Context: an optimization exercise on an open-source flow, tuned for small area. The choices shown serve that exercise and are no tape-out recipe.
Only simulation tests tie the RTL to the original design; equivalence was not proved.
The flow treats the clock pin as an ideal source, which a real chip does not have.
No activity file was given, so power comes from the tool's default toggle rates.

==> inputs of job 9019 <==
## display
module display(clk,rst_n,rst_n1,hex1,hex2,hex3,hex4,hex5,hex6,add_in,sub_in,model_in);
	input clk;
	input rst_n;
	input rst_n1;
	output reg [6:0] hex1,hex2,hex3,hex4,hex5,hex6;
	input  add_in,sub_in,model_in;
	reg [6:0] cnt1;
	reg [5:0] cnt2;
	wire t20 = (cnt1[5:0] == 6'b001110);                    
	wire t1s = t20 & cnt2[5] & cnt2[4] & cnt2[0];           
	wire tsw = ((cnt1 & 7'b1111100) == 7'b1001000) | ((cnt1 & 7'b1111011) == 7'b1011001);
	always @(posedge clk or negedge rst_n)
	if (!rst_n)
		cnt1 <= 7'b0011100;
	else
		cnt1 <= {cnt1[5:0], ~(cnt1[6] ^ cnt1[5]) ^ t20};
	wire [5:0] a2;
	assign a2[0] = t20;
	assign a2[1] = t20 & cnt2[0];
	assign a2[2] = a2[1] & cnt2[1];
	assign a2[3] = a2[2] & cnt2[2];
	assign a2[4] = a2[3] & cnt2[3];
	assign a2[5] = a2[4] & cnt2[4];
	wire [5:0] tc2 = {a2[5] | t1s, a2[4] | t1s, a2[3], a2[2], a2[1] & ~(cnt2[5] & cnt2[4]), a2[0]};
	always @(posedge clk or negedge rst_n)
	if (!rst_n)
		cnt2 <= 6'd0;
	else
		cnt2 <= cnt2 ^ tc2;
	reg [2:0] pin_status, pin_status_r;
	always @(posedge clk or negedge rst_n)
	if (!rst_n)
		pin_status <= 3'b111;
	else if (t20)
		pin_status <= {add_in,sub_in,model_in};
	always @(posedge clk)
		pin_status_r <= pin_status;
	wire [2:0] ev = pin_status_r & ~pin_status;
	wire ev_add = ev[2];
	wire ev_sub = ev[1] & ~ev[2];
  ...
export LEC_CHECK = 0
export CAP_MARGIN = 0
export CORE_MARGIN = 2
export CORE_UTILIZATION = 70
export CTS_BUF_LIST = sky130_fd_sc_hd__clkbuf_4
export SLEW_MARGIN = 0
create_clock -name core_clock -period 20.0 [get_ports {clk}]
standard.sh (not shown) runs the stock make flow with config.mk's settings and CLKGATE_MAP_FILE= SYNTH_SCRIPT=/design/flow/synth_recipe.tcl, a recipe that flattens the netlist after the stock synthesis.
==> flow/flow/run.sh <==
#!/bin/bash
# Layout flow:
#  2. the same synthesis again, without adder extraction and with an
#     area-oriented ABC script, for several ABC random seeds; the smallest
#     netlist whose registers (names and cell types) are exactly those of the
#     standard synthesis replaces the standard one (if none, the standard
#     synthesis is kept)
#  3. the standard layout steps, with port buffers of the smallest buffer
#     (buf_1); every cell swapped to its smallest drive strength and the
#     reset pins driven by one buffer at their centre, just before placement
#     repair; and, instead of TritonCTS's H-tree, a clock tree of four
#     clkbuf_8, one per quarter of the flip-flops, each driven by the clock
#     port (TritonCTS is pointed at the reset port's net, which has a single
#     sink, so it adds nothing; it would otherwise build an H-tree in front of
#     the four buffers).
# Each tool's output goes to a log file in this folder (and ORFS's own logs).
set -euo pipefail
HERE=$(pwd)
FLOWDIR=$HERE/flow
RES=$HERE/orfs/results/$FLOW_PLATFORM/display/base

bash standard.sh synth > $HERE/synth_standard.log 2>&1
cp $RES/1_2_yosys.v $HERE/standard_netlist.v
python3 $FLOWDIR/regs.py $HERE/standard_netlist.v > $HERE/regs_standard.txt

SEEDS="0 1 2 3 4 5 6 7 8 9 10 11"
run_seed() {
  local S=$1
  python3 $FLOWDIR/own_synth.py $HERE $FLOWDIR $FLOW_HOME $S
  local CMD
  CMD=$(grep '^make -C' standard.sh | sed -e "s#SYNTH_SCRIPT=[^ ]*#SYNTH_SCRIPT=$HERE/own_synth_$S.tcl#" \
        -e "s#WORK_HOME=[^ ]*#WORK_HOME=$HERE/syn_$S#" -e 's#"${@:-finish}"#synth#')
  bash -c "set -euo pipefail; $CMD" > $HERE/synth_own_$S.log 2>&1 || true
}
for S in $SEEDS; do
  run_seed $S &
  while [ $(jobs -rp | wc -l) -ge 4 ]; do sleep 1; done
done
wait

BEST=""; BESTA=""
for S in $SEEDS; do
  R=$HERE/syn_$S/results/$FLOW_PLATFORM/display/base
  STAT=$HERE/syn_$S/reports/$FLOW_PLATFORM/display/base/synth_stat.txt
  [ -f $R/1_synth.odb ] && [ -f $STAT ] || continue
  python3 $FLOWDIR/regs.py $R/1_2_yosys.v > $HERE/regs_own_$S.txt
  cmp -s $HERE/regs_standard.txt $HERE/regs_own_$S.txt || continue
  A=$(grep "Chip area for module" $STAT | head -1 | awk '{print $NF}')
  echo "seed $S area $A" >> $HERE/synth_choice.log
  if [ -z "$BEST" ] || python3 -c "import sys; sys.exit(0 if float('$A') < float('$BESTA') else 1)"; then
    BEST=$S; BESTA=$A
  fi
done

if [ -n "$BEST" ]; then
  R=$HERE/syn_$BEST/results/$FLOW_PLATFORM/display/base
  for f in 1_2_yosys.v 1_2_yosys.sdc 1_synth.odb 1_synth.sdc; do
    cp $R/$f $RES/$f
    sleep 1
  done
  echo "own synthesis used: seed $BEST area $BESTA" >> $HERE/synth_choice.log
else
  echo "own synthesis refused, standard synthesis used" >> $HERE/synth_choice.log
fi
rm -rf $HERE/syn_*/objects

export BUFFER_PORTS_ARGS="-buffer_cell sky130_fd_sc_hd__buf_1"
export CTS_ARGS="-clk_nets rst_n -buf_list sky130_fd_sc_hd__clkbuf_4 -dont_use_dummy_load"
export PRE_CTS_TCL=$FLOWDIR/clkbuf.tcl
export PRE_RESIZE_TCL=$FLOWDIR/pre_resize.tcl
bash standard.sh > $HERE/layout.log 2>&1
==> flow/flow/area.abc <==
strash
&get -n
&deepsyn -J 200 -T 120 -S @SEED@
&put
dc2
dch -f
amap -m
Other scripts of this flow, unchanged in this note and not shown: flow/flow/clkbuf.tcl, flow/flow/downsize.tcl, flow/flow/own_synth.py, flow/flow/pre_resize.tcl, flow/flow/regs.py, flow/flow/rstbuf.tcl
==> job 8090: changes against job 9019 <==
--- a/flow/design.v
+++ b/flow/design.v
@@ -1,24 +1,24 @@
 module display(clk,rst_n,rst_n1,hex1,hex2,hex3,hex4,hex5,hex6,add_in,sub_in,model_in);
 	input clk;
 	input rst_n;
 	input rst_n1;
 	output reg [6:0] hex1,hex2,hex3,hex4,hex5,hex6;
 	input  add_in,sub_in,model_in;
 	reg [6:0] cnt1;
 	reg [5:0] cnt2;
-	wire t20 = (cnt1[5:0] == 6'b001110);                    
+	wire t20 = (cnt1[5:0] == 6'b110001);                    
 	wire t1s = t20 & cnt2[5] & cnt2[4] & cnt2[0];           
-	wire tsw = ((cnt1 & 7'b1111100) == 7'b1001000) | ((cnt1 & 7'b1111011) == 7'b1011001);
+	wire tsw = ((cnt1 & 7'b1101101) == 7'b0100100) | (cnt1[5:0] == 6'b100010);
 	always @(posedge clk or negedge rst_n)
 	if (!rst_n)
-		cnt1 <= 7'b0011100;
+		cnt1 <= 7'b1100011;
 	else
-		cnt1 <= {cnt1[5:0], ~(cnt1[6] ^ cnt1[5]) ^ t20};
+		cnt1 <= {cnt1[5:0], cnt1[6] ^ (cnt1[5] & ~t20)};
 	wire [5:0] a2;
 	assign a2[0] = t20;
 	assign a2[1] = t20 & cnt2[0];
 	assign a2[2] = a2[1] & cnt2[1];
 	assign a2[3] = a2[2] & cnt2[2];
 	assign a2[4] = a2[3] & cnt2[3];
 	assign a2[5] = a2[4] & cnt2[4];
 	wire [5:0] tc2 = {a2[5] | t1s, a2[4] | t1s, a2[3], a2[2], a2[1] & ~(cnt2[5] & cnt2[4]), a2[0]};
@@ -81,22 +81,23 @@
 		n1 <= 4'd0; n2 <= 3'd0;
 	end else begin
 		{n2, n1} <= {n2, n1} ^ tn;
 	end
 	wire A  = cs2 & n1[0] & n1[3] & n2[0] & n2[2];
 	wire HU = md2 & ev_add;
 	wire HD = md2 & ev_sub;
 	wire [5:0] th;
-	assign th[0] = (~h1[3]&A) | (h1[0]&A) | (h1[1]&A) | (HU) | (HD) | (h1[2]&A);
-	assign th[1] = (~h1[0]&~h2[0]&HD) | (h1[0]&~h1[3]&HU) | (h1[0]&h1[1]&HU) | (h1[0]&h1[2]&HU) | (~h1[0]&h1[1]&HD) | (~h1[0]&h1[2]&HD) | (~h1[0]&h1[3]&HD) | (h1[0]&A);
-	assign th[2] = (h1[0]&h1[1]&~h2[0]&HU) | (h1[0]&h1[1]&~h2[0]&A) | (~h1[0]&~h1[1]&h1[2]&HD) | (~h1[0]&~h1[1]&h1[3]&HD) | (h1[0]&h1[1]&h2[1]&A) | (h1[0]&h1[1]&h2[1]&HU);
-	assign th[3] = (h1[0]&h1[1]&h1[2]&HU) | (h1[0]&h1[1]&h1[2]&A) | (~h1[0]&~h1[1]&~h1[2]&h1[3]&A) | (~h1[0]&~h1[1]&~h1[2]&h1[3]&HD) | (h1[0]&~h1[1]&~h1[2]&h1[3]&HU) | (~h1[0]&~h1[1]&~h1[2]&h2[0]&HD);
-	assign th[4] = (~h1[0]&~h1[1]&~h1[2]&~h1[3]&~h2[0]&HD) | (~h1[0]&~h1[1]&~h1[2]&~h1[3]&h2[1]&HD) | (h1[0]&h1[1]&h2[0]&~h2[1]&A) | (h1[0]&h1[1]&h2[0]&~h2[1]&HU) | (h1[0]&~h1[1]&~h1[2]&h1[3]&~h2[1]&HU) | (~h1[0]&~h1[1]&~h1[2]&h1[3]&~h2[1]&A);
-	assign th[5] = (~h1[0]&~h1[1]&~h1[2]&h1[3]&A) | (h1[0]&~h1[1]&~h1[2]&h1[3]&HU) | (~h1[0]&~h1[1]&~h1[2]&~h1[3]&h2[0]&HD);
+	assign th[0] = ((~h1[3] | h1[0] | h1[1] | h1[2]) & A) | HU | HD;
+	assign th[1] = (h1[0]&A) | (h1[0]&(~h1[3]|h1[1]|h1[2])&HU) | (~h1[0]&(h1[1]|h1[2]|h1[3]|(~h2[0]&~h2[1]))&HD);
+	assign th[2] = (h1[0]&h1[1]&~h2[1]&(HU|A)) | (~h1[0]&~h1[1]&(h1[2]|h1[3])&HD);
+	assign th[3] = (h1[0]&h1[1]&h1[2]&(HU|A)) | (~h1[0]&~h1[1]&h2[1]&HD) | (~h1[0]&~h1[1]&~h1[2]&h1[3]&(A|HD)) |
+	               (~h1[0]&~h1[1]&~h1[2]&h2[0]&HD) | (h1[0]&~h1[1]&~h1[2]&h1[3]&HU);
+	assign th[4] = (~h1[0]&~h1[1]&h2[1]&HD) | (~h1[0]&~h1[1]&~h1[2]&h1[3]&A) | (~h1[0]&~h1[1]&~h1[2]&~h1[3]&h2[0]&HD) | (h1[0]&~h1[1]&~h1[2]&h1[3]&HU);
+	assign th[5] = (~h1[0]&~h1[1]&~h1[2]&~h1[3]&~h2[0]&HD) | (~h1[0]&~h1[1]&~h1[2]&h1[3]&h2[0]&A) | (h1[0]&~h1[1]&~h1[2]&h1[3]&h2[0]&HU) | (h1[0]&h1[1]&h2[1]&(A|HU));
 	always @(posedge clk or negedge rst_n)
 	if (!rst_n) begin
 		h1 <= 4'd0; h2 <= 2'd0;
 	end else begin
 		{h2, h1} <= {h2, h1} ^ th;
 	end
 	reg [3:0] w1, w2, w3; reg [2:0] w4; reg [3:0] w5; reg w6;
 	wire wclr = md3 & ~rst_n1 & ev_add;
@@ -169,11 +170,11 @@
 		hex1 = seg9(d1);
 		hex2 = seg9(d2);
 		hex3 = seg9(d3);
 		hex4 = seg5(d4);
 		hex5 = seg15(d5);
 		if (sw_sel)
 			hex6 = w6 ? 7'b1111111 : 7'b0000001;
 		else
-			hex6 = {h2[1], 1'b0, h2[0] & ~h2[1], h2[1], h2[1], h2[0], ~h2[0] | h2[1]};
+			hex6 = {h2[0], 1'b0, h2[1], h2[0], h2[0], h2[0] | h2[1], ~h2[1]};
 	end
 endmodule
--- a/flow/flow/run.sh
+++ b/flow/flow/run.sh
@@ -5,30 +5,29 @@
 #     netlist whose registers (names and cell types) are exactly those of the
 #     standard synthesis replaces the standard one (if none, the standard
 #     synthesis is kept)
 #  3. the standard layout steps, with port buffers of the smallest buffer
 #     (buf_1); every cell swapped to its smallest drive strength and the
 #     reset pins driven by one buffer at their centre, just before placement
 #     repair; and, instead of TritonCTS's H-tree, a clock tree of four
 #     clkbuf_8, one per quarter of the flip-flops, each driven by the clock
-#     port (TritonCTS is pointed at the reset port's net, which has a single
-#     sink, so it adds nothing; it would otherwise build an H-tree in front of
-#     the four buffers).
+#     port (CTS is pointed at the port's own net, which then has no register
+#     sinks, so it adds nothing).
 # Each tool's output goes to a log file in this folder (and ORFS's own logs).
 set -euo pipefail
 HERE=$(pwd)
 FLOWDIR=$HERE/flow
 RES=$HERE/orfs/results/$FLOW_PLATFORM/display/base
 
 bash standard.sh synth > $HERE/synth_standard.log 2>&1
 cp $RES/1_2_yosys.v $HERE/standard_netlist.v
 python3 $FLOWDIR/regs.py $HERE/standard_netlist.v > $HERE/regs_standard.txt
 
-SEEDS="0 1 2 3 4 5 6 7 8 9 10 11"
+SEEDS="0 1 2 3 4 5 6 7"
 run_seed() {
   local S=$1
   python3 $FLOWDIR/own_synth.py $HERE $FLOWDIR $FLOW_HOME $S
   local CMD
   CMD=$(grep '^make -C' standard.sh | sed -e "s#SYNTH_SCRIPT=[^ ]*#SYNTH_SCRIPT=$HERE/own_synth_$S.tcl#" \
         -e "s#WORK_HOME=[^ ]*#WORK_HOME=$HERE/syn_$S#" -e 's#"${@:-finish}"#synth#')
   bash -c "set -euo pipefail; $CMD" > $HERE/synth_own_$S.log 2>&1 || true
 }
@@ -60,12 +59,12 @@
   done
   echo "own synthesis used: seed $BEST area $BESTA" >> $HERE/synth_choice.log
 else
   echo "own synthesis refused, standard synthesis used" >> $HERE/synth_choice.log
 fi
 rm -rf $HERE/syn_*/objects
 
 export BUFFER_PORTS_ARGS="-buffer_cell sky130_fd_sc_hd__buf_1"
-export CTS_ARGS="-clk_nets rst_n -buf_list sky130_fd_sc_hd__clkbuf_4 -dont_use_dummy_load"
+export CTS_ARGS="-clk_nets clk -buf_list sky130_fd_sc_hd__clkbuf_4 -dont_use_dummy_load"
 export PRE_CTS_TCL=$FLOWDIR/clkbuf.tcl
 export PRE_RESIZE_TCL=$FLOWDIR/pre_resize.tcl
 bash standard.sh > $HERE/layout.log 2>&1
==> flow/flow/area.abc (replaced) <==
strash
&get -n
&deepsyn -J 200 -T 120 -S @SEED@
&put
dch -f
amap -m
==> job 6787: changes against job 9019 <==
--- a/flow/design.v
+++ b/flow/design.v
@@ -1,24 +1,24 @@
 module display(clk,rst_n,rst_n1,hex1,hex2,hex3,hex4,hex5,hex6,add_in,sub_in,model_in);
 	input clk;
 	input rst_n;
 	input rst_n1;
 	output reg [6:0] hex1,hex2,hex3,hex4,hex5,hex6;
 	input  add_in,sub_in,model_in;
 	reg [6:0] cnt1;
 	reg [5:0] cnt2;
-	wire t20 = (cnt1[5:0] == 6'b001110);                    
+	wire t20 = (cnt1[5:0] == 6'b110001);                    
 	wire t1s = t20 & cnt2[5] & cnt2[4] & cnt2[0];           
-	wire tsw = ((cnt1 & 7'b1111100) == 7'b1001000) | ((cnt1 & 7'b1111011) == 7'b1011001);
+	wire tsw = ((cnt1 & 7'b1101101) == 7'b0100100) | (cnt1[5:0] == 6'b100010);
 	always @(posedge clk or negedge rst_n)
 	if (!rst_n)
-		cnt1 <= 7'b0011100;
+		cnt1 <= 7'b1100011;
 	else
-		cnt1 <= {cnt1[5:0], ~(cnt1[6] ^ cnt1[5]) ^ t20};
+		cnt1 <= {cnt1[5:0], cnt1[6] ^ (cnt1[5] & ~t20)};
 	wire [5:0] a2;
 	assign a2[0] = t20;
 	assign a2[1] = t20 & cnt2[0];
 	assign a2[2] = a2[1] & cnt2[1];
 	assign a2[3] = a2[2] & cnt2[2];
 	assign a2[4] = a2[3] & cnt2[3];
 	assign a2[5] = a2[4] & cnt2[4];
 	wire [5:0] tc2 = {a2[5] | t1s, a2[4] | t1s, a2[3], a2[2], a2[1] & ~(cnt2[5] & cnt2[4]), a2[0]};
@@ -81,22 +81,23 @@
 		n1 <= 4'd0; n2 <= 3'd0;
 	end else begin
 		{n2, n1} <= {n2, n1} ^ tn;
 	end
 	wire A  = cs2 & n1[0] & n1[3] & n2[0] & n2[2];
 	wire HU = md2 & ev_add;
 	wire HD = md2 & ev_sub;
 	wire [5:0] th;
-	assign th[0] = (~h1[3]&A) | (h1[0]&A) | (h1[1]&A) | (HU) | (HD) | (h1[2]&A);
-	assign th[1] = (~h1[0]&~h2[0]&HD) | (h1[0]&~h1[3]&HU) | (h1[0]&h1[1]&HU) | (h1[0]&h1[2]&HU) | (~h1[0]&h1[1]&HD) | (~h1[0]&h1[2]&HD) | (~h1[0]&h1[3]&HD) | (h1[0]&A);
-	assign th[2] = (h1[0]&h1[1]&~h2[0]&HU) | (h1[0]&h1[1]&~h2[0]&A) | (~h1[0]&~h1[1]&h1[2]&HD) | (~h1[0]&~h1[1]&h1[3]&HD) | (h1[0]&h1[1]&h2[1]&A) | (h1[0]&h1[1]&h2[1]&HU);
-	assign th[3] = (h1[0]&h1[1]&h1[2]&HU) | (h1[0]&h1[1]&h1[2]&A) | (~h1[0]&~h1[1]&~h1[2]&h1[3]&A) | (~h1[0]&~h1[1]&~h1[2]&h1[3]&HD) | (h1[0]&~h1[1]&~h1[2]&h1[3]&HU) | (~h1[0]&~h1[1]&~h1[2]&h2[0]&HD);
-	assign th[4] = (~h1[0]&~h1[1]&~h1[2]&~h1[3]&~h2[0]&HD) | (~h1[0]&~h1[1]&~h1[2]&~h1[3]&h2[1]&HD) | (h1[0]&h1[1]&h2[0]&~h2[1]&A) | (h1[0]&h1[1]&h2[0]&~h2[1]&HU) | (h1[0]&~h1[1]&~h1[2]&h1[3]&~h2[1]&HU) | (~h1[0]&~h1[1]&~h1[2]&h1[3]&~h2[1]&A);
-	assign th[5] = (~h1[0]&~h1[1]&~h1[2]&h1[3]&A) | (h1[0]&~h1[1]&~h1[2]&h1[3]&HU) | (~h1[0]&~h1[1]&~h1[2]&~h1[3]&h2[0]&HD);
+	assign th[0] = ((~h1[3] | h1[0] | h1[1] | h1[2]) & A) | HU | HD;
+	assign th[1] = (h1[0]&A) | (h1[0]&(~h1[3]|h1[1]|h1[2])&HU) | (~h1[0]&(h1[1]|h1[2]|h1[3]|(~h2[0]&~h2[1]))&HD);
+	assign th[2] = (h1[0]&h1[1]&~h2[1]&(HU|A)) | (~h1[0]&~h1[1]&(h1[2]|h1[3])&HD);
+	assign th[3] = (h1[0]&h1[1]&h1[2]&(HU|A)) | (~h1[0]&~h1[1]&h2[1]&HD) | (~h1[0]&~h1[1]&~h1[2]&h1[3]&(A|HD)) |
+	               (~h1[0]&~h1[1]&~h1[2]&h2[0]&HD) | (h1[0]&~h1[1]&~h1[2]&h1[3]&HU);
+	assign th[4] = (~h1[0]&~h1[1]&h2[1]&HD) | (~h1[0]&~h1[1]&~h1[2]&h1[3]&A) | (~h1[0]&~h1[1]&~h1[2]&~h1[3]&h2[0]&HD) | (h1[0]&~h1[1]&~h1[2]&h1[3]&HU);
+	assign th[5] = (~h1[0]&~h1[1]&~h1[2]&~h1[3]&~h2[0]&HD) | (~h1[0]&~h1[1]&~h1[2]&h1[3]&h2[0]&A) | (h1[0]&~h1[1]&~h1[2]&h1[3]&h2[0]&HU) | (h1[0]&h1[1]&h2[1]&(A|HU));
 	always @(posedge clk or negedge rst_n)
 	if (!rst_n) begin
 		h1 <= 4'd0; h2 <= 2'd0;
 	end else begin
 		{h2, h1} <= {h2, h1} ^ th;
 	end
 	reg [3:0] w1, w2, w3; reg [2:0] w4; reg [3:0] w5; reg w6;
 	wire wclr = md3 & ~rst_n1 & ev_add;
@@ -169,11 +170,11 @@
 		hex1 = seg9(d1);
 		hex2 = seg9(d2);
 		hex3 = seg9(d3);
 		hex4 = seg5(d4);
 		hex5 = seg15(d5);
 		if (sw_sel)
 			hex6 = w6 ? 7'b1111111 : 7'b0000001;
 		else
-			hex6 = {h2[1], 1'b0, h2[0] & ~h2[1], h2[1], h2[1], h2[0], ~h2[0] | h2[1]};
+			hex6 = {h2[0], 1'b0, h2[1], h2[0], h2[0], h2[0] | h2[1], ~h2[1]};
 	end
 endmodule
--- a/flow/flow/run.sh
+++ b/flow/flow/run.sh
@@ -18,17 +18,17 @@
 HERE=$(pwd)
 FLOWDIR=$HERE/flow
 RES=$HERE/orfs/results/$FLOW_PLATFORM/display/base
 
 bash standard.sh synth > $HERE/synth_standard.log 2>&1
 cp $RES/1_2_yosys.v $HERE/standard_netlist.v
 python3 $FLOWDIR/regs.py $HERE/standard_netlist.v > $HERE/regs_standard.txt
 
-SEEDS="0 1 2 3 4 5 6 7 8 9 10 11"
+SEEDS="0 1 2 3 4 5 6 7"
 run_seed() {
   local S=$1
   python3 $FLOWDIR/own_synth.py $HERE $FLOWDIR $FLOW_HOME $S
   local CMD
   CMD=$(grep '^make -C' standard.sh | sed -e "s#SYNTH_SCRIPT=[^ ]*#SYNTH_SCRIPT=$HERE/own_synth_$S.tcl#" \
         -e "s#WORK_HOME=[^ ]*#WORK_HOME=$HERE/syn_$S#" -e 's#"${@:-finish}"#synth#')
   bash -c "set -euo pipefail; $CMD" > $HERE/synth_own_$S.log 2>&1 || true
 }
==> qor summary <==
Synthesis-to-layout area growth: job 8090 10.1%; job 9019 9.58%; job 6787 9.47%
Number of global-route vias before repair: job 8090 2649; job 9019 2498; job 6787 2740
Setup skew after layout: job 8090 0.0260 ns; job 9019 0.0127 ns; job 6787 0.0129 ns
Finished Cell Area: job 8090 3380 um^2; job 9019 3320 um^2; job 6787 3340 um^2
IR Drop Worst-Case VDD: job 8090 0.0000587 V; job 9019 0.0000742 V; job 6787 0.0000491 V
Global-route wire length before repair: job 8090 11400 um; job 9019 10800 um; job 6787 11600 um
Post-layout nets: job 8090 435; job 9019 423; job 6787 427
Clock slew at reported path FFs: job 8090 0.10 ns; job 9019 0.09 ns; job 6787 0.09 ns
Run status: job 8090 no timing/DRC/antenna violations; job 9019 no timing/DRC/antenna violations; job 6787 no timing/DRC/antenna violations
Total power density per cell area: job 8090 56.7 nW/um^2; job 9019 53.8 nW/um^2; job 6787 53.6 nW/um^2
Total length of routed wires: job 8090 6670 um; job 9019 6420 um; job 6787 6580 um
Slowest Stage Delay on Critical Path: job 8090 0.79 ns; job 9019 0.81 ns; job 6787 0.86 ns
Starting density of the core: job 8090 71.5%; job 9019 74.1%; job 6787 71.6%
Number of instances in the synthesized netlist: job 8090 373; job 9019 363; job 6787 368
Timing endpoint of the critical path: job 8090 hex3[3]; job 9019 hex5[5]; job 6787 hex5[5]
WP depth: job 8090 8; job 9019 8; job 6787 10
Final worst path period need: job 8090 7.48 ns; job 9019 7.30 ns; job 6787 7.42 ns
Ratio of routed vias to standard cells: job 8090 5.98; job 9019 5.88; job 6787 5.95
Met2 capacity usage during global routing: job 8090 48.8%; job 9019 46.5%; job 6787 48.7%

afterwards: timing with drivers on the ports:
In the flow no input, the clock included, has a driving cell. The finished layouts below were timed again as built, in two steps.
Step 1: set_driving_cell puts a clkbuf_16 on clk and a buf_2 on each other input, an assumption about the parent block.
Step 2 also shifts input and output timing later by t, the mid clock arrival at the registers, as if the neighbouring blocks saw the same clock.
Three values: ideal ports, drivers, drivers and shift; two values: the first two.
run | shift t [ns] | setup WS [ns] | worst setup path at the end | latest minus earliest clock arrival (ns) | worst slew at a driven data input, ns
job 9019 | 0.210 | 12.696 / 12.637 / 12.847 | register to output | 0.012 / 0.013 | 0.03
job 8090 | 0.459 | 12.516 / 12.492 / 12.951 | register to output | 0.026 / 0.026 | 0.03
job 6787 | 0.206 | 12.581 / 12.527 / 12.732 | register to output | 0.014 / 0.013 | 0.03
After both steps setup and hold are still met in every run listed.
